From an optimization exercise on the open Yosys and OpenROAD flow, aimed at small area and a short achievable clock period; shortcuts taken in it are not production practice. The RTL was checked by simulation tests, not by an equivalence proof against the original design. Power figures rest on the tool's default switching activity, not on a simulated workload.

==> flow/design.v, too long to show whole: its modules and the start of the top module <==
// module mac_16bit: 747 lines
// module fa_cell: 3 lines
// module ha_cell: 3 lines
module mac_16bit(out_rounded,md,mr,clk,rst);
  // ...
==> flow/flow/run.sh <==
#!/bin/bash
# The standard layout (the standard.sh), except that the port buffers are
# sky130_fd_sc_hd__buf_2 cells instead of the default delay buffers.
set -euo pipefail
export BUFFER_PORTS_ARGS="-buffer_cell sky130_fd_sc_hd__buf_2"
bash standard.sh > standard.log 2>&1
==> flow/standard.sh <==
#!/bin/bash
# synth_recipe.tcl (not shown) runs the flow's synth.tcl, then flattens the netlist and writes it again
# the make line also repeats each setting of config.mk as NAME=value (left out here)
make -C /OpenROAD-flow-scripts/flow DESIGN_CONFIG=/design/flow/config.mk WORK_HOME=/design/flow/orfs CLKGATE_MAP_FILE= SYNTH_SCRIPT=/design/flow/synth_recipe.tcl "${@:-finish}"
==> flow/config.mk <==
export PLATFORM = sky130hd
export DESIGN_NAME = mac_16bit
export DESIGN_NICKNAME = mac_16bit
export VERILOG_FILES = /design/flow/design.v
export SDC_FILE = /design/flow/constraint.sdc
export NUM_CORES = 4
export LEC_CHECK = 0
export CAP_MARGIN = 20
export CORE_MARGIN = 2
export CORE_UTILIZATION = 60
export CTS_CLUSTER_DIAMETER = 100
export CTS_CLUSTER_SIZE = 20
export SETUP_SLACK_MARGIN = 4.3
export SLEW_MARGIN = 20
export SYNTH_HIERARCHICAL = 1
export SYNTH_MINIMUM_KEEP_SIZE = 0
==> flow/constraint.sdc <==
create_clock -name core_clock -period 6.9 [get_ports {clk}]
set_input_delay 1.3800 -clock core_clock [delete_from_list [all_inputs] [get_ports {clk}]]
set_output_delay 1.3800 -clock core_clock [all_outputs]
set_load 0.01 [all_outputs]
==> summary.txt, run 1 <==
Outcome: timing/DRC/antenna clean
Mapped Area: 11900 um2
DRC Markers: 0
Post-synthesis compound-gate area fraction: 11.8%
Slew Limit Fails: 0
Largest family of logic cells by synthesized area: adder cells
Max-cap viol count: 0
Hold Buf Count CTS: 0
H-Tree Depth: 1
P_int: 0.00376 W
Die area: 21100 um2
Die Wd: 145 um
#MultiIn Comb: 787
Multi-input gate area: 7630 um2
Synth Area in Adders: 28.6%
Clk root buf: clkbuf_16
Vias: 7807
Vias in the first global route: 7846
Met2 Track Usage GR: 37.4%
Synth cell types: 42
Clock transition at path regs: 0.08 ns
Fmax: 372 MHz
Yosys top cell by area: dfxtp_1
Later-pin clock latency in the skew report: 0.47 ns
Fillers: 1569
Post-route minimum period: 2.69 ns
Fraction of area in registers: 32.1%
Most common cell after layout, fill and taps aside: dfxtp_1
Worst-case clock skew: 0.0133 ns
DRT Wirelength: 25.3 mm
==> inputs of run 2 (changes only) <==
--- a/flow/config.mk
+++ b/flow/config.mk
@@ -12,3 +12,3 @@
 export CTS_CLUSTER_SIZE = 20
-export SETUP_SLACK_MARGIN = 4.3
+export SETUP_SLACK_MARGIN = 4.05
 export SLEW_MARGIN = 20
==> summary.txt, run 2 <==
Outcome: timing/DRC/antenna clean (unchanged)
Most frequent cell after synthesis: dfxtp_1 (unchanged)
Num CTS Buffers: 14 (unchanged)
Die Wd: 145 um (unchanged)
Mapped Area: 11900 um2 (unchanged)
Crit end category: register (unchanged)
Slew margin rel.: 51.9% (was 53.1%)
Top post-synthesis cells by count: 205 x dfxtp_1, 154 x xnor2_1, 120 x a22oi_1 (unchanged)
Final std cells w/o fill: 1374 (was 1390)
Post-Syn Area per Cell: 10.9 um2 (unchanged)
CTS Sinks: 205 (unchanged)
R2r startpoint: P[12] (was P[30])
Worst EP required: 7.23 ns (was 7.24 ns)
Ant diodes: 0 (unchanged)
Warnings, synthesis: 7 (unchanged)
HP Start: r1 (unchanged)
CTS tree: built (unchanged)
Placed Cells: 1351 (was 1347)
Clk root buf: clkbuf_16 (unchanged)
Sum Neg Setup Slack: 0 ns (unchanged)
Syn Nets: 1336 (unchanged)
Yosys reg bits: 205 (unchanged)
Async set-or-reset flop fraction in the synthesized netlist: 0% (unchanged)
Worst Hold Class: register to register (unchanged)
EDFF count, synth: 0 (unchanged)
Crit start category: register (unchanged)
Synth cell types: 42 (unchanged)
Clock transition at path regs: 0.08 ns (about the same)
R2R depth: 10 (unchanged)
Commonest cells after routing, fill and taps aside: 173 x dfxtp_1, 154 x xnor2_1, 120 x a22oi_1, 114 x fa_1, 82 x ha_1 (was 157 x dfxtp_1, 150 x xnor2_1, 120 x a22oi_1, 111 x fa_1, 83 x ha_1)
P_leak: 5.24 nW (was 5.36 nW)
Synth area leaders: dfxtp_1 34%, fa_1 19%, xnor2_1 11%, ha_1 9.1%, a22oi_1 7.5% (unchanged)
Final setup fails: 0 (unchanged)
Ratio of cells with drive above 1 in the final layout: 13.8% (was 17.3%)
Antenna violations before repair: 0 (unchanged)
Power per Cell Area: 450 nW/um2 (was 463 nW/um2)
Maximum VDD drop: 283 uV (was 244 uV)
Final Hold Viols: 0 (unchanged)
Iteration-0 DRC Markers: 472 (was 521)
Register area share after synthesis: 34.4% (unchanged)
Slew Limit Fails: 0 (unchanged)
Cell Area, Placed: 12300 um2 (about the same)
Largest net degree at the start of global routing: 34 (unchanged)
Max-cap viol count: 0 (unchanged)
First-pass GRT wire length: 41.0 mm (was 40.9 mm)
Tot Pwr: 0.00582 W (was 0.00613 W)
Ports: 61 (unchanged)
Top reg by flops: P (unchanged)
Setup Crit Path Kind: register to register (unchanged)
Largest register FFs: 79 (unchanged)
Yosys top cell area share: 34.4% (unchanged)
Core area: 19500 um2 (unchanged)
Crit path from: P[12] (was P[30])
CP max FO: 2 (unchanged)
Worst Tran Pin Value: 0.722 ns (was 0.703 ns)
Finished Core Util: 66.3% (was 67.8%)
Drt wl/cell: 18.1 um (was 18.2 um)
Dpl hpwl: 17.6 mm (was 17.5 mm)
Tcrit/Tclk final: 39.9% (was 38.9%)
Later-pin clock latency in the skew report: 0.48 ns (was 0.47 ns)
Die span in y: 145 um (unchanged)
Routability congestion estimate: 0.837 (was 0.885)
Top FF cell, synth: dfxtp_1 (unchanged)
Number of cells produced by synthesis: 1099 (unchanged)
R2r setup slk: 4.14 ns (was 4.21 ns)
First-pass detailed-route iteration total: 5 (unchanged)
Num rows: 51 (unchanged)
Worst hold endpoint: z2 (unchanged)
Maximum clock path buffer count: 3 (unchanged)
Synth-to-Final Area Change: 8.33% (was 10.8%)
Vias: 7695 (was 7807)
Final Cell Area: 12900 um2 (was 13200 um2)
Fmax: 363 MHz (was 372 MHz)
Die area: 21100 um2 (unchanged)
H-Tree Depth: 1 (unchanged)
Gr ovfl total: 0 (unchanged)
Post-route ant nets: 0 (unchanged)
RSZ-0062 raised after global routing: true (unchanged)
Hold depth: 0 (unchanged)
Vias in the first global route: 7732 (was 7846)
Yosys top cell by area: dfxtp_1 (unchanged)
Worst-case clock skew: 0.0162 ns (was 0.0133 ns)
DRT Wirelength: 24.8 mm (was 25.3 mm)
Critical path arrival: 3.08 ns (was 3.02 ns)
Initial Util: 61.2% (unchanged)
Worst r2r dst: A[11] (was A[17])
I/O Buffers: 60 (unchanged)
Regs by FF count: P x79, A x40, out_rounded x27 (unchanged)
Post-route minimum period: 2.76 ns (was 2.69 ns)
Final #Nets: 1345 (was 1362)
Hold Buf Count CTS: 0 (unchanged)
Drt via density: 5.60 (was 5.62)
Gr usage total: 24.1% (was 23.9%)
DRC Markers: 0 (unchanged)
Most common cell after layout, fill and taps aside: dfxtp_1 (unchanged)
-- run 2: changes by cell type in the layout (fill, tap and decap cells not counted), sizes merged --
| cell | delta |
|---|---|
| inv | +1 |
| buf | -16 |
| clkbuf | -1 |
-- run 2: critical path: stages, from the launching register on --
cell and delay [ns]:
dfxtp_1 0.36, fa_2 0.47, fa_1 0.48, ha_4 0.26, a21o_1 0.15, a21o_1 0.20
a21oi_2 0.20, o21bai_2 0.11, a21oi_2 0.18, xor2_1 0.16, nor2_1 0.05
-- run 2: repair_timing --
action / CTS / global route
pin swaps: 3 / 24
buffers inserted: 0 / 6
endpoints found under the setup margin: 28 / 36
resized for setup: 26 / 33
-- run 2: Yosys stat by module, one instance, submodules excluded --
module,area [um2],copies in the design,cells
mac_16bit,8830,1,919
ha_cell,12.5,65,1
fa_cell,20.0,115,1
-- run 2: layer usage --
layer  part of all wire, %  vias up  track usage [%]
met1                    49     3744             36.0
met4                   1.5        0             4.85
li1                      -     3705                -
met3                   5.5       25             4.18
met2                    44      221             37.1
met5                     0        -                0
-- run 2: metrics by stage --
| step | hold slack [ns] | setup WS [ns] |
|---|---|---|
| final | 0.335 | 4.14 |
| after global routing | 0.347 | 4.02 |
| after CTS | 0.340 | 4.05 |
| after detailed placement | 0.315 | 3.88 |
| after global placement | 0.317 | 3.94 |
| after floorplan | 0.310 | 4.15 |
-- run 2: final cells by class --
type	count	area, um2
multi-input cells	787	7570
clock buffers	15	375
flip-flops and latches	205	4140
well taps	265	332
inverters	27	101
repair buffers	73	398
clock inverters	2	17.5
fillers	1593	6590
-- run 2: worst max-delay path by stage --
| stage | endpoint | slack [ns] |
|---|---|---|
| CTS | P[32] | 4.05 |
| floorplan | A[11] | 4.15 |
| global placement | out_rounded[9] | 3.94 |
| detailed placement | out_rounded[9] | 3.88 |
| global route | A[17] | 4.02 |
| finish | A[11] | 4.14 |
-- run 2: cells by family after synthesis --
family | Yosys count | share of synthesized area [%]
buffers and inverters | 107 | 3.36
AND/OR/NAND/NOR | 190 | 8.00
XOR/XNOR | 190 | 13.9
adder cells (fa/ha/maj) | 203 | 28.6
AO/OA/AOI/OAI | 204 | 11.8
flip-flops | 205 | 34.4
-- run 2: report_power, final --
group	internal, W	total, W	switching, W
combinational	0.00166	0.00326	0.00161
sequential	0.00150	0.00178	0.000274
clock	0.000393	0.000784	0.000392
total	0.00355	0.00582	0.00227
==> inputs of run 3 (changes only) <==
--- a/flow/config.mk
+++ b/flow/config.mk
@@ -12,3 +12,3 @@
 export CTS_CLUSTER_SIZE = 20
-export SETUP_SLACK_MARGIN = 4.05
+export SETUP_SLACK_MARGIN = 4.2
 export SLEW_MARGIN = 20
==> summary.txt, run 3 <==
Core area: 19500 um2 (unchanged)
Post-Syn Area per Cell: 10.9 um2 (unchanged)
Num CTS Buffers: 14 (unchanged)
Yosys top cell area share: 34.4% (unchanged)
Final #Nets: 1355 (was 1345)
Max-cap viol count: 0 (unchanged)
Critical path arrival: 3.03 ns (was 3.08 ns)
Fmax: 372 MHz (was 363 MHz)
Setup Crit Path Kind: register to register (unchanged)
Top reg by flops: P (unchanged)
Cell Area, Placed: 12300 um2 (about the same)
Vias: 7613 (was 7695)
Power per Cell Area: 464 nW/um2 (was 450 nW/um2)
CP max FO: 2 (unchanged)
Die span in y: 145 um (unchanged)
First-pass GRT wire length: 40.2 mm (was 41.0 mm)
Iteration-0 DRC Markers: 443 (was 472)
Hold depth: 0 (unchanged)
Routability congestion estimate: 0.828 (was 0.837)
Ports: 61 (unchanged)
Final Hold Viols: 0 (unchanged)
Syn Nets: 1336 (unchanged)
Drt wl/cell: 17.6 um (was 18.1 um)
Mapped Area: 11900 um2 (unchanged)
Vias in the first global route: 7682 (was 7732)
Slew margin rel.: 52.2% (was 51.9%)
Initial Util: 61.2% (unchanged)
Slew Limit Fails: 0 (unchanged)
Met2 Track Usage GR: 35.7% (was 37.1%)
RSZ-0062 raised after global routing: true (unchanged)
Worst-case clock skew: 0.0147 ns (was 0.0162 ns)
Worst Tran Pin Value: 0.717 ns (was 0.722 ns)
Gr busiest metal: met2 (unchanged)
Crit start category: register (unchanged)
Worst EP required: 7.24 ns (was 7.23 ns)
Antenna violations before repair: 0 (unchanged)
CTS Sinks: 205 (unchanged)
Die area: 21100 um2 (unchanged)
Dpl hpwl: 17.4 mm (was 17.6 mm)
Sum Neg Setup Slack: 0 ns (unchanged)
Clk root buf: clkbuf_16 (unchanged)
Die Wd: 145 um (unchanged)
Synth cell types: 42 (unchanged)
First-pass detailed-route iteration total: 5 (unchanged)
DRC Markers: 0 (unchanged)
Outcome: timing/DRC/antenna clean (unchanged)
Gr ovfl total: 0 (unchanged)
CTS tree: built (unchanged)
P_leak: 5.31 nW (was 5.24 nW)
R2R depth: 10 (unchanged)
Synth area leaders: dfxtp_1 34%, fa_1 19%, xnor2_1 11%, ha_1 9.1%, a22oi_1 7.5% (unchanged)
Register area share after synthesis: 34.4% (unchanged)
Regs by FF count: P x79, A x40, out_rounded x27 (unchanged)
Async set-or-reset flop fraction in the synthesized netlist: 0% (unchanged)
I/O Buffers: 60 (unchanged)
Tot Pwr: 0.00609 W (was 0.00582 W)
Drt via density: 5.50 (was 5.60)
DRT Wirelength: 24.3 mm (was 24.8 mm)
Top FF cell, synth: dfxtp_1 (unchanged)
Largest net degree at the start of global routing: 34 (unchanged)
Most common cell after layout, fill and taps aside: dfxtp_1 (unchanged)
Placed Cells: 1352 (was 1351)
Ratio of cells with drive above 1 in the final layout: 16.5% (was 13.8%)
R2r startpoint: P[30] (was P[12])
Warnings, synthesis: 7 (unchanged)
Largest register FFs: 79 (unchanged)
Worst Hold Class: register to register (unchanged)
Top post-synthesis cells by count: 205 x dfxtp_1, 154 x xnor2_1, 120 x a22oi_1 (unchanged)
Commonest cells after routing, fill and taps aside: 160 x dfxtp_1, 151 x xnor2_1, 120 x a22oi_1, 108 x fa_1, 82 x ha_1 (was 173 x dfxtp_1, 154 x xnor2_1, 120 x a22oi_1, 114 x fa_1, 82 x ha_1)
Number of cells produced by synthesis: 1099 (unchanged)
Worst hold endpoint: z2 (unchanged)
Gr usage total: 23.4% (was 24.1%)
Final Cell Area: 13100 um2 (was 12900 um2)
HP Start: r1 (unchanged)
Crit end category: register (unchanged)
Post-route ant nets: 0 (unchanged)
Yosys top cell by area: dfxtp_1 (unchanged)
Maximum clock path buffer count: 3 (unchanged)
Clock transition at path regs: 0.08 ns (about the same)
Synth-to-Final Area Change: 9.72% (was 8.33%)
R2r setup slk: 4.21 ns (was 4.14 ns)
Ant diodes: 0 (unchanged)
Worst r2r dst: A[17] (was A[11])
Maximum VDD drop: 264 uV (was 283 uV)
Finished Core Util: 67.1% (was 66.3%)
EDFF count, synth: 0 (unchanged)
Yosys reg bits: 205 (unchanged)
Later-pin clock latency in the skew report: 0.48 ns (about the same)
Most frequent cell after synthesis: dfxtp_1 (unchanged)
Post-route minimum period: 2.69 ns (was 2.76 ns)
Final std cells w/o fill: 1384 (was 1374)
Global routing usage on met1: 34.3% (was 36.0%)
Final setup fails: 0 (unchanged)
Met3 usage: 4.21% (was 4.18%)
Num rows: 51 (unchanged)
H-Tree Depth: 1 (unchanged)
Tcrit/Tclk final: 39.0% (was 39.9%)
run 3: cell counts after synthesis:
Identical to the previous run, type by type.
run 3: per-module statistics from Yosys (local to each module, per instance):
module,flip-flops and latches,area (um2),cells
mac_16bit,205,8830,919
fa_cell,0,20.0,1
ha_cell,0,12.5,1
run 3: repair_timing:
| action | in CTS | in global routing |
|---|---|---|
| pin swaps | 35 | 19 |
| buffers inserted | 10 | 5 |
| hold buffers | 0 | 0 |
| gates resized for setup | 56 | 31 |
| setup endpoints to repair | 38 | 26 |
run 3: worst max-delay path, stage by stage, from the launching register on:
cell and delay (ns):
dfxtp_1 0.33, fa_1 0.45, fa_1 0.60, ha_4 0.21, a21o_1 0.16, a21o_1 0.18
a21oi_2 0.19, o21bai_2 0.10, a21oi_2 0.16, xor2_1 0.15, nor2_1 0.05
run 3: area by class of cell:
cell class	instances	area [um2]
Sequential cell	205	4180
Tap cell	265	332
Multi-Input combinational cell	787	7610
Clock inverter	1	16.3
Inverter	27	101
Fill cell	1547	6420
Clock buffer	16	389
Timing Repair Buffer	83	473
run 3: stage by stage:
stage                     worst slack, ns  hold slack, ns
after CTS                            4.18           0.346
after global routing                 4.07           0.354
after floorplan                      4.20           0.310
after detailed placement             3.92           0.320
after global placement               3.97           0.318
final                                4.21           0.340
run 3: report_power, final:
group / total [W] / leakage, nW / internal [W] / switching [W]
Clock: 0.000792 / 0.199 / 0.000403 / 0.000389
Combinational: 0.00353 / 3.40 / 0.00184 / 0.00168
Sequential: 0.00177 / 1.71 / 0.00151 / 0.000264
run 3: worst max path at each step:
stage,startpoint,cells past startpoint,slack (ns),to
4_1_cts,P[51],10,4.18,A[23]
2_1_floorplan,ONE[4],7,4.20,P[50]
6_report,P[30],10,4.21,A[17]
5_1_grt,P[51],10,4.07,A[23]
3_5_place_dp,A[6],10,3.92,out_rounded[9]
3_3_place_gp,A[11],10,3.97,out_rounded[9]
run 3: kinds of logic (layout without fill, tap and decap cells):
group                      count (synthesis)  count (layout)  share of synthesized area (%)
xor gates and xnor gates                 190             190                           13.9
buffers and inverters                    107             127                           3.36
adders and majority gates                203             203                           28.6
AOI/OAI and AO/OA                        204             204                           11.8
DFF                                      205             205                           34.4
and+or+nand+nor                          190             190                           8.00
run 3: routing by layer:
metal	up-vias	part of all wire, %
met3	42	5.3
met2	224	44
met4	0	2.4
met5	-	0
li1	3730	-
met1	3617	49
==> inputs of run 4 (changes only) <==
--- a/flow/config.mk
+++ b/flow/config.mk
@@ -11,3 +11,3 @@
 export CTS_CLUSTER_DIAMETER = 100
-export CTS_CLUSTER_SIZE = 20
+export CTS_CLUSTER_SIZE = 25
 export SETUP_SLACK_MARGIN = 4.2
==> summary.txt, run 4 <==
Antenna violations before repair: 0 (unchanged)
Commonest cells after routing, fill and taps aside: 159 x dfxtp_1, 151 x xnor2_1, 120 x a22oi_1, 109 x fa_1, 82 x ha_1 (was 160 x dfxtp_1, 151 x xnor2_1, 120 x a22oi_1, 108 x fa_1, 82 x ha_1)
Core area: 19500 um2 (unchanged)
Sum Neg Setup Slack: 0 ns (unchanged)
Worst EP required: 7.24 ns (about the same)
Setup Crit Path Kind: register to register (unchanged)
EDFF count, synth: 0 (unchanged)
Maximum clock path buffer count: 3 (unchanged)
Drt via density: 5.50 (about the same)
P_int: 0.00370 W (was 0.00375 W)
Clk root buf: clkbuf_16 (unchanged)
Die span in y: 145 um (unchanged)
H-Tree Depth: 1 (unchanged)
Top FF cell, synth: dfxtp_1 (unchanged)
First-pass detailed-route iteration total: 5 (unchanged)
CP max FO: 2 (unchanged)
Warnings, synthesis: 7 (unchanged)
Cell Area, Placed: 12300 um2 (unchanged)
Worst Tran Pin Value: 0.715 ns (was 0.717 ns)
Number of cells produced by synthesis: 1099 (unchanged)
Outcome: timing/DRC/antenna clean (unchanged)
Largest register FFs: 79 (unchanged)
Max-cap viol count: 0 (unchanged)
Yosys reg bits: 205 (unchanged)
Top post-synthesis cells by count: 205 x dfxtp_1, 154 x xnor2_1, 120 x a22oi_1 (unchanged)
Gr ovfl total: 0 (unchanged)
Slew Limit Fails: 0 (unchanged)
Num rows: 51 (unchanged)
Synth cell types: 42 (unchanged)
Logic pwr share: 58.6% (was 57.9%)
Vias: 7601 (was 7613)
RSZ-0062 raised after global routing: true (unchanged)
Fmax: 372 MHz (about the same)
Clock share of power: 12.0% (was 13.0%)
Crit end category: register (unchanged)
Yosys top cell by area: dfxtp_1 (unchanged)
Async set-or-reset flop fraction in the synthesized netlist: 0% (unchanged)
Power per Cell Area: 462 nW/um2 (was 464 nW/um2)
Worst path slowest cell: fa_1 (unchanged)
Crit path cell chain: fa_1, fa_1, ha_4, a21o_1, a21o_1, a21oi_2, o21bai_2, a21oi_2, xor2_1, nor2_1 (unchanged)
Worst Hold Class: register to register (unchanged)
Hold Buf Count CTS: 0 (unchanged)
Initial Util: 61.2% (unchanged)
Sequential fraction of design power: 29.3% (was 29.1%)
Syn Nets: 1336 (unchanged)
Ant diodes: 0 (unchanged)
Most frequent cell after synthesis: dfxtp_1 (unchanged)
Synth area leaders: dfxtp_1 34%, fa_1 19%, xnor2_1 11%, ha_1 9.1%, a22oi_1 7.5% (unchanged)
Final setup fails: 0 (unchanged)
Final #Nets: 1354 (was 1355)
Place WS: 3.92 ns (unchanged)
Final hold slack: 0.342 ns (was 0.340 ns)
First-pass GRT wire length: 40.2 mm (about the same)
Mapped Area: 11900 um2 (unchanged)
Post-Syn Area per Cell: 10.9 um2 (unchanged)
Largest net degree at the start of global routing: 34 (unchanged)
Register area: 4180 um2 (about the same)
Switching portion of total power: 38.6% (was 38.4%)
Crit-path max cell delay: 0.60 ns (about the same)
Net switching power: 0.00233 W (was 0.00234 W)
Final Cell Area: 13100 um2 (about the same)
Multi-input gate area: 7610 um2 (about the same)
Post-route minimum period: 2.69 ns (about the same)
Yosys top cell area share: 34.4% (unchanged)
Later-pin clock latency in the skew report: 0.47 ns (was 0.48 ns)
Die Wd: 145 um (unchanged)
Num CTS Buffers: 12 (was 14)
Most common cell after layout, fill and taps aside: dfxtp_1 (unchanged)
Die area: 21100 um2 (unchanged)
P_leak: 5.28 nW (was 5.31 nW)
Buffers plus inverters on the worst setup path: 0 (unchanged)
Maximum VDD drop: 260 uV (was 264 uV)
Dpl hpwl: 17.4 mm (unchanged)
Top reg by flops: P (unchanged)
Drt wl/cell: 17.5 um (was 17.6 um)
Critical path arrival: 3.04 ns (was 3.03 ns)
Register area share after synthesis: 34.4% (unchanged)
Vias in the first global route: 7682 (unchanged)
Regs by FF count: P x79, A x40, out_rounded x27 (unchanged)
Crit-path leading delay family: adder cells (unchanged)
DRC Markers: 0 (unchanged)
Tcrit/Tclk final: 39.0% (about the same)
Ratio of cells with drive above 1 in the final layout: 16.5% (about the same)
Clock transition at path regs: 0.09 ns (was 0.08 ns)
Crit start category: register (unchanged)
Routability congestion estimate: 0.828 (unchanged)
Tot Pwr: 0.00603 W (was 0.00609 W)
I/O Buffers: 60 (unchanged)
Setup ws final: 4.21 ns (about the same)
Post-route ant nets: 0 (unchanged)
DRT Wirelength: 24.2 mm (was 24.3 mm)
Synth-to-Final Area Change: 9.31% (was 9.72%)
Ports: 61 (unchanged)
Final Hold Viols: 0 (unchanged)
Fillers: 1543 (was 1547)
CTS tree: built (unchanged)
Gr usage total: 23.4% (about the same)
Slew margin rel.: 52.4% (was 52.2%)
CTS Sinks: 205 (unchanged)
Worst-case clock skew: 0.0224 ns (was 0.0147 ns)
Iteration-0 DRC Markers: 423 (was 443)
==> run 4: per-module statistics from Yosys, one instance, submodules excluded <==
| module | area, um2 | cells inside | flops+latches | times used |
|---|---|---|---|---|
| fa_cell | 20.0 | 1 | 0 | 115 |
| mac_16bit | 8830 | 919 | 205 | 1 |
| ha_cell | 12.5 | 1 | 0 | 65 |
==> run 4: cells by family (layout without fill, tap and decap cells) <==
group	Yosys count	in the layout	synth area share [%]
flip-flops	205	205	34.4
AO/OA/AOI/OAI	204	204	11.8
adder cells (fa/ha/maj)	203	203	28.6
XOR/XNOR	190	190	13.9
AND/OR/NAND/NOR	190	190	8.00
buffers and inverters	107	126	3.36
==> run 4: worst register-to-register path, cell delays in order (launching register included) <==
cell,delay (ns)
dfxtp_2,0.33
fa_1,0.45
fa_1,0.60
ha_4,0.21
a21o_1,0.16
a21o_1,0.17
a21oi_2,0.19
o21bai_2,0.10
a21oi_2,0.16
xor2_1,0.15
nor2_1,0.05
==> run 4: cell type report <==
class | count | share of cell area [%]
Multi-Input combinational cell | 787 | 58.3
Sequential cell | 205 | 32.0
Timing Repair Buffer | 84 | 3.71
Tap cell | 265 | 2.54
Clock buffer | 13 | 2.49
Inverter | 27 | 0.776
Clock inverter | 2 | 0.182
==> run 4: power groups by stage <==
stage / registers, W / clock network [W] / logic [W]
floorplan: 0.00168 / 0 / 0.00246
global placement: 0.00179 / 0 / 0.00290
detailed placement: 0.00179 / 0 / 0.00299
CTS: 0.00177 / 0.000750 / 0.00328
global route: 0.00181 / 0.000784 / 0.00404
finish: 0.00177 / 0.000725 / 0.00354
==> run 4: path summary, 6_finish.rpt <==
path          from     to  slack [ns]  cells past startpoint
min             r1     z2        0.34                      0
max          P[30]  A[17]        4.21                     10
min reg2reg     r1     z2        0.34                      0
max reg2reg  P[30]  A[17]        4.21                     10
==> run 4: routing by layer <==
metal / track usage, % / vias to the layer above / part of all wire, %
met5: 0 / - / 0
met4: 6.76 / 0 / 2.5
met3: 3.96 / 32 / 5.4
met2: 35.8 / 232 / 43
met1: 34.3 / 3610 / 49
li1: - / 3727 / -
==> run 4: what timing repair did <==
item / 4_1_cts / 5_1_grt
setup endpoints to repair: 40 / 27
buffers inserted: 11 / 5
pin swaps: 33 / 18
gates resized for setup: 55 / 32
==> run 4: stage by stage <==
stage	util (%)	cells
5_1_grt	66.9	1383
2_1_floorplan	-	1099
4_1_cts	66.1	1378
3_5_place_dp	63.2	1352
6_report	66.9	1383
3_3_place_gp	63.2	1352
==> inputs of run 5 (changes only) <==
--- a/flow/config.mk
+++ b/flow/config.mk
@@ -9,6 +9,6 @@
 export CORE_MARGIN = 2
-export CORE_UTILIZATION = 60
+export CORE_UTILIZATION = 65
 export CTS_CLUSTER_DIAMETER = 100
-export CTS_CLUSTER_SIZE = 25
-export SETUP_SLACK_MARGIN = 4.2
+export CTS_CLUSTER_SIZE = 20
+export SETUP_SLACK_MARGIN = 4.15
 export SLEW_MARGIN = 20
==> summary.txt, run 5 <==
Multi-input gate area: 7600 um2 (was 7610 um2)
Synth-to-Final Area Change: 8.93% (was 9.31%)
First-pass detailed-route iteration total: 5 (unchanged)
Critical path arrival: 3.09 ns (was 3.04 ns)
CP max FO: 2 (unchanged)
Yosys top cell by area: dfxtp_1 (unchanged)
Top FF cell, synth: dfxtp_1 (unchanged)
Clock transition at path regs: 0.08 ns (was 0.09 ns)
Slew margin rel.: 52.4% (about the same)
Ports: 61 (unchanged)
CTS tree: built (unchanged)
Buffers plus inverters on the worst setup path: 0 (unchanged)
Worst EP required: 7.24 ns (about the same)
Antenna violations before repair: 0 (unchanged)
Sum Neg Setup Slack: 0 ns (unchanged)
Mux cell area share after synthesis: 0% (unchanged)
Tot Pwr: 0.00612 W (was 0.00603 W)
Setup Crit Path Kind: register to register (unchanged)
Drt wl/cell: 18.1 um (was 17.5 um)
Final Hold Viols: 0 (unchanged)
Synth cell types: 42 (unchanged)
Largest family of logic cells by synthesized area: adder cells (unchanged)
Post-route minimum period: 2.75 ns (was 2.69 ns)
Syn Nets: 1336 (unchanged)
Async set-or-reset flop fraction in the synthesized netlist: 0% (unchanged)
Outcome: timing/DRC/antenna clean (unchanged)
Fillers: 1326 (was 1543)
Dpl hpwl: 17.1 mm (was 17.4 mm)
DRT Wirelength: 24.4 mm (was 24.2 mm)
Worst Hold Class: register to register (unchanged)
Worst-case clock skew: 0.0162 ns (was 0.0224 ns)
Finished Core Util: 72.2% (was 66.9%)
Power per Cell Area: 470 nW/um2 (was 462 nW/um2)
Mapped Area: 11900 um2 (unchanged)
Post-Syn Area per Cell: 10.9 um2 (unchanged)
Largest register FFs: 79 (unchanged)
Routability congestion estimate: 0.877 (was 0.828)
Crit end category: register (unchanged)
Crit path cell chain: fa_1, fa_1, ha_4, a21o_1, a21o_1, a21oi_2, o21bai_2, a21oi_2, xor2_1, nor2_1 (unchanged)
Post-route ant nets: 0 (unchanged)
Final #Nets: 1354 (unchanged)
Ant diodes: 0 (unchanged)
Warnings, synthesis: 7 (unchanged)
P_leak: 5.29 nW (was 5.28 nW)
Register area: 4160 um2 (was 4180 um2)
Crit-path leading delay family: adder cells (unchanged)
Vias in the first global route: 7699 (was 7682)
Iteration-0 DRC Markers: 577 (was 423)
Synth area leaders: dfxtp_1 34%, fa_1 19%, xnor2_1 11%, ha_1 9.1%, a22oi_1 7.5% (unchanged)
DRC Markers: 0 (unchanged)
Hold Buf Count CTS: 0 (unchanged)
CTS Sinks: 205 (unchanged)
Simple-Gate Fraction of Synth Area: 8.00% (unchanged)
CP Depth: 10 (unchanged)
Later-pin clock latency in the skew report: 0.47 ns (about the same)
Core area: 18000 um2 (was 19500 um2)
Gr ovfl total: 0 (unchanged)
Most common cell after layout, fill and taps aside: dfxtp_1 (unchanged)
Regs by FF count: P x79, A x40, out_rounded x27 (unchanged)
Yosys top cell area share: 34.4% (unchanged)
H-Tree Depth: 1 (unchanged)
Die span in y: 140 um (was 145 um)
Worst path slowest cell: fa_1 (unchanged)
R2R depth: 10 (unchanged)
First-pass GRT wire length: 40.1 mm (was 40.2 mm)
Ratio of cells with drive above 1 in the final layout: 16.0% (was 16.5%)
Initial Util: 66.3% (was 61.2%)
Slew Limit Fails: 0 (unchanged)
Clk root buf: clkbuf_16 (unchanged)
Switching portion of total power: 39.0% (was 38.6%)
Largest net degree at the start of global routing: 34 (unchanged)
Logic pwr share: 58.2% (was 58.6%)
Vias: 7829 (was 7601)
Most frequent cell after synthesis: dfxtp_1 (unchanged)
Commonest cells after routing, fill and taps aside: 162 x dfxtp_1, 152 x xnor2_1, 120 x a22oi_1, 110 x fa_1, 82 x ha_1 (was 159 x dfxtp_1, 151 x xnor2_1, 120 x a22oi_1, 109 x fa_1, 82 x ha_1)
Num CTS Buffers: 14 (was 12)
P_int: 0.00373 W (was 0.00370 W)
Synth Area in Adders: 28.6% (unchanged)
Crit start category: register (unchanged)
Hold depth: 0 (unchanged)
Die area: 19500 um2 (was 21100 um2)
Gr usage total: 25.5% (was 23.4%)
I/O Buffers: 60 (unchanged)
Number of cells produced by synthesis: 1099 (unchanged)
Top reg by flops: P (unchanged)
EDFF count, synth: 0 (unchanged)
RSZ-0062 raised after global routing: true (unchanged)
Yosys reg bits: 205 (unchanged)
XOR/XNOR Fraction of Synth Area: 13.9% (unchanged)
Drt via density: 5.82 (was 5.50)
Die Wd: 140 um (was 145 um)
Final hold slack: 0.335 ns (was 0.342 ns)
Post-synthesis compound-gate area fraction: 11.8% (unchanged)
Num rows: 49 (was 51)
Fmax: 363 MHz (was 372 MHz)
Tcrit/Tclk final: 39.9% (was 39.0%)
Final setup fails: 0 (unchanged)
Top post-synthesis cells by count: 205 x dfxtp_1, 154 x xnor2_1, 120 x a22oi_1 (unchanged)
Sequential fraction of design power: 29.0% (was 29.3%)
Crit-path max cell delay: 0.59 ns (was 0.60 ns)
Max-cap viol count: 0 (unchanged)
Maximum clock path buffer count: 3 (unchanged)
Register area share after synthesis: 34.4% (unchanged)
Maximum VDD drop: 266 uV (was 260 uV)
Worst Tran Pin Value: 0.714 ns (was 0.715 ns)
Clock share of power: 12.8% (was 12.0%)
Net switching power: 0.00239 W (was 0.00233 W)
==> run 5: cell types whose count changed in the layout (fill, tap and decap cells not counted), sizes merged <==
| cell | before | now |
|---|---|---|
| clkinvlp | 1 | 0 |
| clkbuf | 13 | 15 |
| buf | 84 | 82 |
==> run 5: power by group through the flow <==
stage / sequential, W / combinational [W] / clock [W]
finish: 0.00178 / 0.00356 / 0.000781
CTS: 0.00177 / 0.00332 / 0.000798
global placement: 0.00179 / 0.00288 / 0
floorplan: 0.00168 / 0.00246 / 0
global route: 0.00181 / 0.00405 / 0.000837
detailed placement: 0.00180 / 0.00303 / 0
==> run 5: area by class of cell <==
cell class / instances / area share [%]
clock buffer: 15 / 2.89
clock inverter: 1 / 0.125
inverter: 27 / 0.779
multi-input combinational: 787 / 58.4
sequential: 205 / 32.0
tap: 229 / 2.20
timing repair buffer: 82 / 3.61
==> run 5: logic make-up after synthesis <==
logic type                 Yosys count
and+or+nand+nor                    190
buffers and inverters              107
AOI/OAI and AO/OA                  204
xor gates and xnor gates           190
adders and majority gates          203
DFF                                205
==> run 5: Yosys stat by module (local to each module, per instance) <==
module | times used | cells inside | cell area, um2 | flops+latches
fa_cell | 115 | 1 | 20.0 | 0
ha_cell | 65 | 1 | 12.5 | 0
mac_16bit | 1 | 919 | 8830 | 205
==> run 5: worst paths after layout <==
check / from / to / slack [ns]
worst min-delay path: r1 / z2 / 0.34
worst max register to register: P[33] / A[17] / 4.15
worst max-delay path: P[33] / A[17] / 4.15
worst min register to register: r1 / z2 / 0.34
==> run 5: what timing repair did <==
action | in CTS | in global routing
pin swaps | 22 | 15
buffers inserted | 9 | 5
gates resized for setup | 51 | 25
setup endpoints to repair | 38 | 25
==> run 5: stage by stage <==
stage          cell area, um2  instances  setup WS, ns
2_1_floorplan           12000       1099          4.16
3_3_place_gp            12300       1316          3.93
3_5_place_dp            12300       1316          3.93
4_1_cts                 12900       1341          4.16
5_1_grt                 13000       1346          4.01
6_report                13000       1346          4.15
==> run 5: routing by layer <==
metal / wire (um) / global-route usage (%) / up-vias
met5: 0 / 0 / -
met4: 405 / 5.05 / 0
met3: 1490 / 3.68 / 26
met2: 11000 / 40.1 / 284
met1: 11500 / 38.1 / 3792
li1: - / - / 3727
==> inputs of run 6 (changes only) <==
--- a/flow/config.mk
+++ b/flow/config.mk
@@ -9,3 +9,3 @@
 export CORE_MARGIN = 2
-export CORE_UTILIZATION = 65
+export CORE_UTILIZATION = 60
 export CTS_CLUSTER_DIAMETER = 100
==> summary.txt, run 6 <==
Mux cell area share after synthesis: 0% (unchanged)
Clock share of power: 13.3% (was 12.8%)
Synth cell types: 42 (unchanged)
EDFF count, synth: 0 (unchanged)
Top FF cell, synth: dfxtp_1 (unchanged)
Ant diodes: 0 (unchanged)
Power per Cell Area: 456 nW/um2 (was 470 nW/um2)
Post-route minimum period: 2.70 ns (was 2.75 ns)
Synth-to-Final Area Change: 9.08% (was 8.93%)
Die area: 21100 um2 (was 19500 um2)
Slew Limit Fails: 0 (unchanged)
Post-synthesis compound-gate area fraction: 11.8% (unchanged)
Final Hold Viols: 0 (unchanged)
Synth Area in Adders: 28.6% (unchanged)
CTS tree: built (unchanged)
CP max FO: 2 (unchanged)
Gr ovfl total: 0 (unchanged)
R2r setup slk: 4.20 ns (was 4.15 ns)
Outcome: timing/DRC/antenna clean (unchanged)
Ports: 61 (unchanged)
Largest family of logic cells by synthesized area: adder cells (unchanged)
Met2 Track Usage GR: 36.0% (was 40.1%)
Yosys reg bits: 205 (unchanged)
Async set-or-reset flop fraction in the synthesized netlist: 0% (unchanged)
Gr busiest metal: met2 (unchanged)
Warnings, synthesis: 7 (unchanged)
Later-pin clock latency in the skew report: 0.48 ns (was 0.47 ns)
Slew margin rel.: 53.8% (was 52.4%)
Commonest cells after routing, fill and taps aside: 165 x dfxtp_1, 153 x xnor2_1, 120 x a22oi_1, 107 x fa_1, 82 x ha_1 (was 162 x dfxtp_1, 152 x xnor2_1, 120 x a22oi_1, 110 x fa_1, 82 x ha_1)
Clk root buf: clkbuf_16 (unchanged)
Dpl hpwl: 17.4 mm (was 17.1 mm)
Routability congestion estimate: 0.845 (was 0.877)
Setup Crit Path Kind: register to register (unchanged)
Yosys top cell area share: 34.4% (unchanged)
Mapped Area: 11900 um2 (unchanged)
Synth area leaders: dfxtp_1 34%, fa_1 19%, xnor2_1 11%, ha_1 9.1%, a22oi_1 7.5% (unchanged)
Most common cell after layout, fill and taps aside: dfxtp_1 (unchanged)
Worst-case clock skew: 0.0159 ns (was 0.0162 ns)
Most frequent cell after synthesis: dfxtp_1 (unchanged)
Clock transition at path regs: 0.08 ns (about the same)
First-pass GRT wire length: 40.2 mm (was 40.1 mm)
P_int: 0.00363 W (was 0.00373 W)
Post-Syn Area per Cell: 10.9 um2 (unchanged)
I/O Buffers: 60 (unchanged)
Worst EP required: 7.24 ns (about the same)
Drt via density: 5.60 (was 5.82)
Worst path slowest cell: fa_1 (unchanged)
Worst Tran Pin Value: 0.693 ns (was 0.714 ns)
Register area share after synthesis: 34.4% (unchanged)
Critical path arrival: 3.04 ns (was 3.09 ns)
Ratio of cells with drive above 1 in the final layout: 15.5% (was 16.0%)
Crit-path max cell delay: 0.55 ns (was 0.59 ns)
Global routing usage on met1: 34.6% (was 38.1%)
Regs by FF count: P x79, A x40, out_rounded x27 (unchanged)
Net switching power: 0.00231 W (was 0.00239 W)
Top post-synthesis cells by count: 205 x dfxtp_1, 154 x xnor2_1, 120 x a22oi_1 (unchanged)
P_leak: 5.27 nW (was 5.29 nW)
Tot Pwr: 0.00594 W (was 0.00612 W)
Largest register FFs: 79 (unchanged)
Num rows: 51 (was 49)
XOR/XNOR Fraction of Synth Area: 13.9% (unchanged)
Vias: 7719 (was 7829)
Iteration-0 DRC Markers: 360 (was 577)
DRC Markers: 0 (unchanged)
Hold Buf Count CTS: 0 (unchanged)
Antenna violations before repair: 0 (unchanged)
Die span in y: 145 um (was 140 um)
Final #Nets: 1349 (was 1354)
First-pass detailed-route iteration total: 5 (unchanged)
Post-route ant nets: 0 (unchanged)
Gr usage total: 23.6% (was 25.5%)
Max-cap viol count: 0 (unchanged)
Worst Hold Class: register to register (unchanged)
Initial Util: 61.2% (was 66.3%)
Tcrit/Tclk final: 39.2% (was 39.9%)
Finished Core Util: 66.7% (was 72.2%)
Vias in the first global route: 7652 (was 7699)
H-Tree Depth: 1 (unchanged)
Syn Nets: 1336 (unchanged)
Final setup fails: 0 (unchanged)
Core area: 19500 um2 (was 18000 um2)
Num CTS Buffers: 14 (unchanged)
DRT Wirelength: 24.5 mm (was 24.4 mm)
Drt wl/cell: 17.8 um (was 18.1 um)
Largest net degree at the start of global routing: 34 (unchanged)
Yosys top cell by area: dfxtp_1 (unchanged)
Maximum clock path buffer count: 3 (unchanged)
Simple-Gate Fraction of Synth Area: 8.00% (unchanged)
Crit start category: register (unchanged)
CTS Sinks: 205 (unchanged)
RSZ-0062 raised after global routing: true (unchanged)
Number of cells produced by synthesis: 1099 (unchanged)
Crit path cell chain: fa_1, fa_1, ha_4, a21o_1, a21o_1, a21oi_2, o21bai_2, a21oi_2, xor2_1, nor2_1 (unchanged)
Logic pwr share: 56.9% (was 58.2%)
Switching portion of total power: 38.9% (was 39.0%)
Sequential fraction of design power: 29.8% (was 29.0%)
Crit end category: register (unchanged)
Maximum VDD drop: 226 uV (was 266 uV)
Met3 usage: 3.77% (was 3.68%)
Die Wd: 145 um (was 140 um)
Fmax: 370 MHz (was 363 MHz)
Top reg by flops: P (unchanged)
Sum Neg Setup Slack: 0 ns (unchanged)
==> run 6: cell counts after synthesis <==
Identical to the previous run, type by type.
==> run 6: path summary, 6_finish.rpt <==
kind / startpoint / end / depth (start not counted)
setup / recovery: P[31] / A[17] / 10
hold / removal: r1 / z2 / 0
setup reg to reg: P[31] / A[17] / 10
hold reg to reg: r1 / z2 / 0
==> run 6: per-module statistics from Yosys, one instance, submodules excluded <==
module / area (um2) / flops+latches / times used
fa_cell: 20.0 / 0 / 115
mac_16bit: 8830 / 205 / 1
ha_cell: 12.5 / 0 / 65
==> run 6: repair_timing <==
| item | 4_1_cts | 5_1_grt |
|---|---|---|
| pin swaps | 16 | 33 |
| setup buffers | 4 | 5 |
| gates resized for setup | 41 | 36 |
| cloned | 0 | 0 |
| setup endpoints to repair | 35 | 37 |
==> run 6: power by group through the flow <==
stage | Combinational, W | Sequential (W) | Clock (W)
after floorplan | 0.00246 | 0.00168 | 0
after global placement | 0.00289 | 0.00179 | 0
after detailed placement | 0.00298 | 0.00179 | 0
after CTS | 0.00315 | 0.00177 | 0.000816
after global routing | 0.00389 | 0.00182 | 0.000859
final | 0.00339 | 0.00177 | 0.000788
==> run 6: layer usage <==
metal  vias to the layer above  share of wire (%)
met5                         -                  0
met4                         0                2.7
met3                        40                5.2
met2                       214                 43
met1                      3742                 49
li1                       3723                  -
==> run 6: cell families after synthesis <==
| family | after synthesis |
|---|---|
| xor+xnor | 190 |
| buf+inv | 107 |
| simple gates | 190 |
| fa+ha+maj | 203 |
| flops | 205 |
| compound gates | 204 |
==> run 6: final cells by class <==
cell class / count / area (um2)
clock inverter: 1 / 16.3
timing repair buffer: 77 / 428
clock buffer: 16 / 379
inverter: 27 / 101
sequential: 205 / 4160
tap: 265 / 332
multi-input combinational: 787 / 7620
fill: 1568 / 6500
==> run 6: worst max-delay path, delay by kind of cell (launching register included) <==
family	cells	cell delay (ns)
flip-flops	1	0.33
AND/OR/NAND/NOR	1	0.05
XOR/XNOR	1	0.15
adder cells (fa/ha/maj)	3	1.24
AO/OA/AOI/OAI	5	0.81
==> run 6: through the flow <==
step           cells  cell area (um2)  hold WS (ns)  setup WS [ns]
2_1_floorplan   1099            12000         0.310           4.16
3_3_place_gp    1352            12300         0.317           3.97
3_5_place_dp    1352            12300         0.320           3.96
4_1_cts         1373            12900         0.332           4.15
5_1_grt         1378            13000         0.343           4.06
6_report        1378            13000         0.332           4.20
==> inputs of run 7 (changes only) <==
==> flow/flow/run.sh (replaced) <==
#!/bin/bash
# The standard layout (the standard.sh), except that the port buffers are
# sky130_fd_sc_hd__buf_1 cells instead of the default delay buffers.
set -euo pipefail
export BUFFER_PORTS_ARGS="-buffer_cell sky130_fd_sc_hd__buf_1"
bash standard.sh > standard.log 2>&1
==> summary.txt, run 7 <==
Outcome: timing/DRC/antenna clean (unchanged)
RSZ-0062 raised after global routing: true (unchanged)
Num CTS Buffers: 14 (unchanged)
Worst Tran Pin Value: 0.702 ns (was 0.693 ns)
Vias in the first global route: 7685 (was 7652)
Simple-Gate Fraction of Synth Area: 8.00% (unchanged)
Yosys top cell by area: dfxtp_1 (unchanged)
Synth Area in Adders: 28.6% (unchanged)
Ratio of cells with drive above 1 in the final layout: 9.61% (was 15.5%)
Crit-path max cell delay: 0.60 ns (was 0.55 ns)
Ant diodes: 0 (unchanged)
Commonest cells after routing, fill and taps aside: 168 x dfxtp_1, 154 x xnor2_1, 120 x a22oi_1, 109 x fa_1, 82 x ha_1 (was 165 x dfxtp_1, 153 x xnor2_1, 120 x a22oi_1, 107 x fa_1, 82 x ha_1)
Register area share after synthesis: 34.4% (unchanged)
Top post-synthesis cells by count: 205 x dfxtp_1, 154 x xnor2_1, 120 x a22oi_1 (unchanged)
Buffers plus inverters on the worst setup path: 0 (unchanged)
Most common cell after layout, fill and taps aside: dfxtp_1 (unchanged)
Largest net degree at the start of global routing: 34 (unchanged)
Drt via density: 5.63 (was 5.60)
P_int: 0.00362 W (was 0.00363 W)
R2R depth: 10 (unchanged)
Ports: 61 (unchanged)
Final #Nets: 1350 (was 1349)
Maximum VDD drop: 221 uV (was 226 uV)
Worst EP required: 7.23 ns (was 7.24 ns)
Fillers: 1546 (was 1568)
Crit path cell chain: fa_1, fa_1, ha_4, a21o_1, a21o_1, a21oi_2, o21bai_2, a21oi_2, xor2_1, nor2_1 (unchanged)
Top reg by flops: P (unchanged)
Setup ws final: 4.10 ns (was 4.20 ns)
Largest family of logic cells by synthesized area: adder cells (unchanged)
Switching portion of total power: 38.7% (was 38.9%)
Maximum clock path buffer count: 3 (unchanged)
Synth area leaders: dfxtp_1 34%, fa_1 19%, xnor2_1 11%, ha_1 9.1%, a22oi_1 7.5% (unchanged)
CTS Sinks: 205 (unchanged)
Worst path slowest cell: fa_1 (unchanged)
Yosys reg bits: 205 (unchanged)
Routability congestion estimate: 0.852 (was 0.845)
XOR/XNOR Fraction of Synth Area: 13.9% (unchanged)
Die span in y: 145 um (unchanged)
Power per Cell Area: 458 nW/um2 (was 456 nW/um2)
Top FF cell, synth: dfxtp_1 (unchanged)
Tot Pwr: 0.00592 W (was 0.00594 W)
Place WS: 3.88 ns (was 3.96 ns)
P_leak: 5.05 nW (was 5.27 nW)
Crit path from: P[13] (was P[31])
Die Wd: 145 um (unchanged)
Synth cell types: 42 (unchanged)
Core area: 19500 um2 (unchanged)
Sequential fraction of design power: 30.1% (was 29.8%)
CP Depth: 10 (unchanged)
Yosys top cell area share: 34.4% (unchanged)
Setup Crit Path Kind: register to register (unchanged)
Warnings, synthesis: 7 (unchanged)
Antenna violations before repair: 0 (unchanged)
Initial Util: 61.2% (unchanged)
Slew margin rel.: 53.2% (was 53.8%)
Clock transition at path regs: 0.08 ns (about the same)
Slew Limit Fails: 0 (unchanged)
I/O Buffers: 60 (unchanged)
Die area: 21100 um2 (unchanged)
Gr usage total: 23.7% (was 23.6%)
Final setup fails: 0 (unchanged)
Sum Neg Setup Slack: 0 ns (unchanged)
Mux cell area share after synthesis: 0% (unchanged)
Clk root buf: clkbuf_16 (unchanged)
Synth-to-Final Area Change: 8.15% (was 9.08%)
Syn Nets: 1336 (unchanged)
Vias: 7758 (was 7719)
Drt wl/cell: 17.8 um (about the same)
Post-route minimum period: 2.80 ns (was 2.70 ns)
Critical Path End: A[11] (was A[17])
R2r startpoint: P[13] (was P[31])
Num rows: 51 (unchanged)
DRT Wirelength: 24.6 mm (was 24.5 mm)
Final Hold Viols: 0 (unchanged)
Number of cells produced by synthesis: 1099 (unchanged)
Post-synthesis compound-gate area fraction: 11.8% (unchanged)
Post-route ant nets: 0 (unchanged)
Most frequent cell after synthesis: dfxtp_1 (unchanged)
Iteration-0 DRC Markers: 517 (was 360)
Worst Hold Class: register to register (unchanged)
Logic pwr share: 56.6% (was 56.9%)
Multi-input gate area: 7580 um2 (was 7620 um2)
Gr ovfl total: 0 (unchanged)
Worst-case clock skew: 0.0175 ns (was 0.0159 ns)
First-pass detailed-route iteration total: 5 (unchanged)
Register area: 4150 um2 (was 4160 um2)
DRC Markers: 0 (unchanged)
Hold Buf Count CTS: 0 (unchanged)
Fmax: 357 MHz (was 370 MHz)
CP max FO: 2 (unchanged)
Crit-path leading delay family: adder cells (unchanged)
Async set-or-reset flop fraction in the synthesized netlist: 0% (unchanged)
Dpl hpwl: 17.3 mm (was 17.4 mm)
Post-Syn Area per Cell: 10.9 um2 (unchanged)
Clock share of power: 13.3% (about the same)
CTS tree: built (unchanged)
Regs by FF count: P x79, A x40, out_rounded x27 (unchanged)
EDFF count, synth: 0 (unchanged)
Crit end category: register (unchanged)
Mapped Area: 11900 um2 (unchanged)
R2r setup slk: 4.10 ns (was 4.20 ns)
Tcrit/Tclk final: 40.6% (was 39.2%)
Largest register FFs: 79 (unchanged)
Crit start category: register (unchanged)
H-Tree Depth: 1 (unchanged)
Worst r2r dst: A[11] (was A[17])
Critical path arrival: 3.13 ns (was 3.04 ns)
Max-cap viol count: 0 (unchanged)
Net switching power: 0.00229 W (was 0.00231 W)
Later-pin clock latency in the skew report: 0.48 ns (about the same)
First-pass GRT wire length: 40.6 mm (was 40.2 mm)
[run 7: cell counts after synthesis]
No cell type changed its count.
[run 7: metrics by stage]
stage	hold WS (ns)	cell area [um2]	std cells	utilization, %
5_1_grt	0.357	12900	1378	66.2
3_3_place_gp	0.316	12300	1351	62.8
4_1_cts	0.347	12800	1373	65.5
3_5_place_dp	0.315	12300	1351	62.8
6_report	0.346	12900	1378	66.2
2_1_floorplan	0.310	12000	1099	-
[run 7: what timing repair did]
action                     4_1_cts  5_1_grt
pin swaps                       21       28
resized for setup               44       23
buffers inserted                 6        5
setup endpoints to repair       39       19
gates cloned                     0        0
[run 7: per-layer routing]
| layer | vias to the layer above | share of wire, % | GRT usage, % |
|---|---|---|---|
| met5 | - | 0 | 0 |
| met4 | 0 | 1.3 | 5.54 |
| met3 | 19 | 6.1 | 3.08 |
| met2 | 264 | 43 | 37.1 |
| met1 | 3749 | 49 | 35.3 |
| li1 | 3726 | - | - |
[run 7: cell type report]
cell class | instances | area share [%]
multi-input cells | 787 | 58.7
flip-flops and latches | 205 | 32.1
clock buffers | 15 | 2.91
repair buffers | 78 | 2.79
well taps | 265 | 2.57
inverters | 27 | 0.785
clock inverters | 1 | 0.126
[run 7: how the worst min path moves through the flow]
stage / startpoint / to / slack (ns) / depth (start not counted)
after detailed placement: r1 / z2 / 0.32 / 0
final: r1 / z2 / 0.35 / 0
after global routing: r1 / z2 / 0.36 / 0
after CTS: r1 / z2 / 0.35 / 0
after global placement: r1 / z2 / 0.32 / 0
after floorplan: r1 / z2 / 0.31 / 0
[run 7: per-module statistics from Yosys, one instance, submodules excluded]
module	copies in the design	cells	flip-flops and latches
ha_cell	65	1	0
fa_cell	115	1	0
mac_16bit	1	919	205
[run 7: kinds of logic after synthesis]
logic type	Yosys count
flops	205
compound gates	204
simple gates	190
xor+xnor	190
buf+inv	107
fa+ha+maj	203
[run 7: power by group through the flow]
stage	combinational (W)	sequential [W]	clock (W)
after floorplan	0.00246	0.00168	0
after global placement	0.00288	0.00180	0
after detailed placement	0.00297	0.00180	0
after CTS	0.00317	0.00178	0.000814
after global routing	0.00384	0.00182	0.000853
final	0.00335	0.00178	0.000789

[port drivers added, routing unchanged]
The results above use ideal ports. As a check the final layouts listed here were re-extracted and re-timed, cells and wires unchanged. Step 1: set_driving_cell puts a clkbuf_16 on clk and a buf_2 on each other input, an assumption about the parent block. Step 2 times the ports against the registers' clock, not the clock port: input delays grow and output delays shrink by t, the midpoint of the rising clock arrivals with the driver on. Slacks: no drivers / after step 1 / after step 2; pairs: no drivers / after step 1.
run	shift t [ns]	setup slack, ns	latest minus earliest clock arrival (ns)	worst register clock-pin slew, ns	pins driven straight from the clock port
run 1	0.512	4.213 / 4.213 / 4.213	0.014 / 0.014	0.08 / 0.08	1
run 2	0.516	4.145 / 4.145 / 4.145	0.016 / 0.017	0.08 / 0.08	1
run 3	0.514	4.210 / 4.210 / 4.210	0.015 / 0.015	0.08 / 0.08	1
run 4	0.511	4.209 / 4.209 / 4.209	0.023 / 0.022	0.10 / 0.10	1
run 5	0.510	4.147 / 4.147 / 4.147	0.017 / 0.017	0.08 / 0.08	1
run 6	0.520	4.198 / 4.198 / 4.198	0.016 / 0.016	0.08 / 0.08	1
run 7	0.514	4.101 / 4.101 / 4.101	0.019 / 0.020	0.08 / 0.08	1
After both steps every run listed still meets setup and hold.
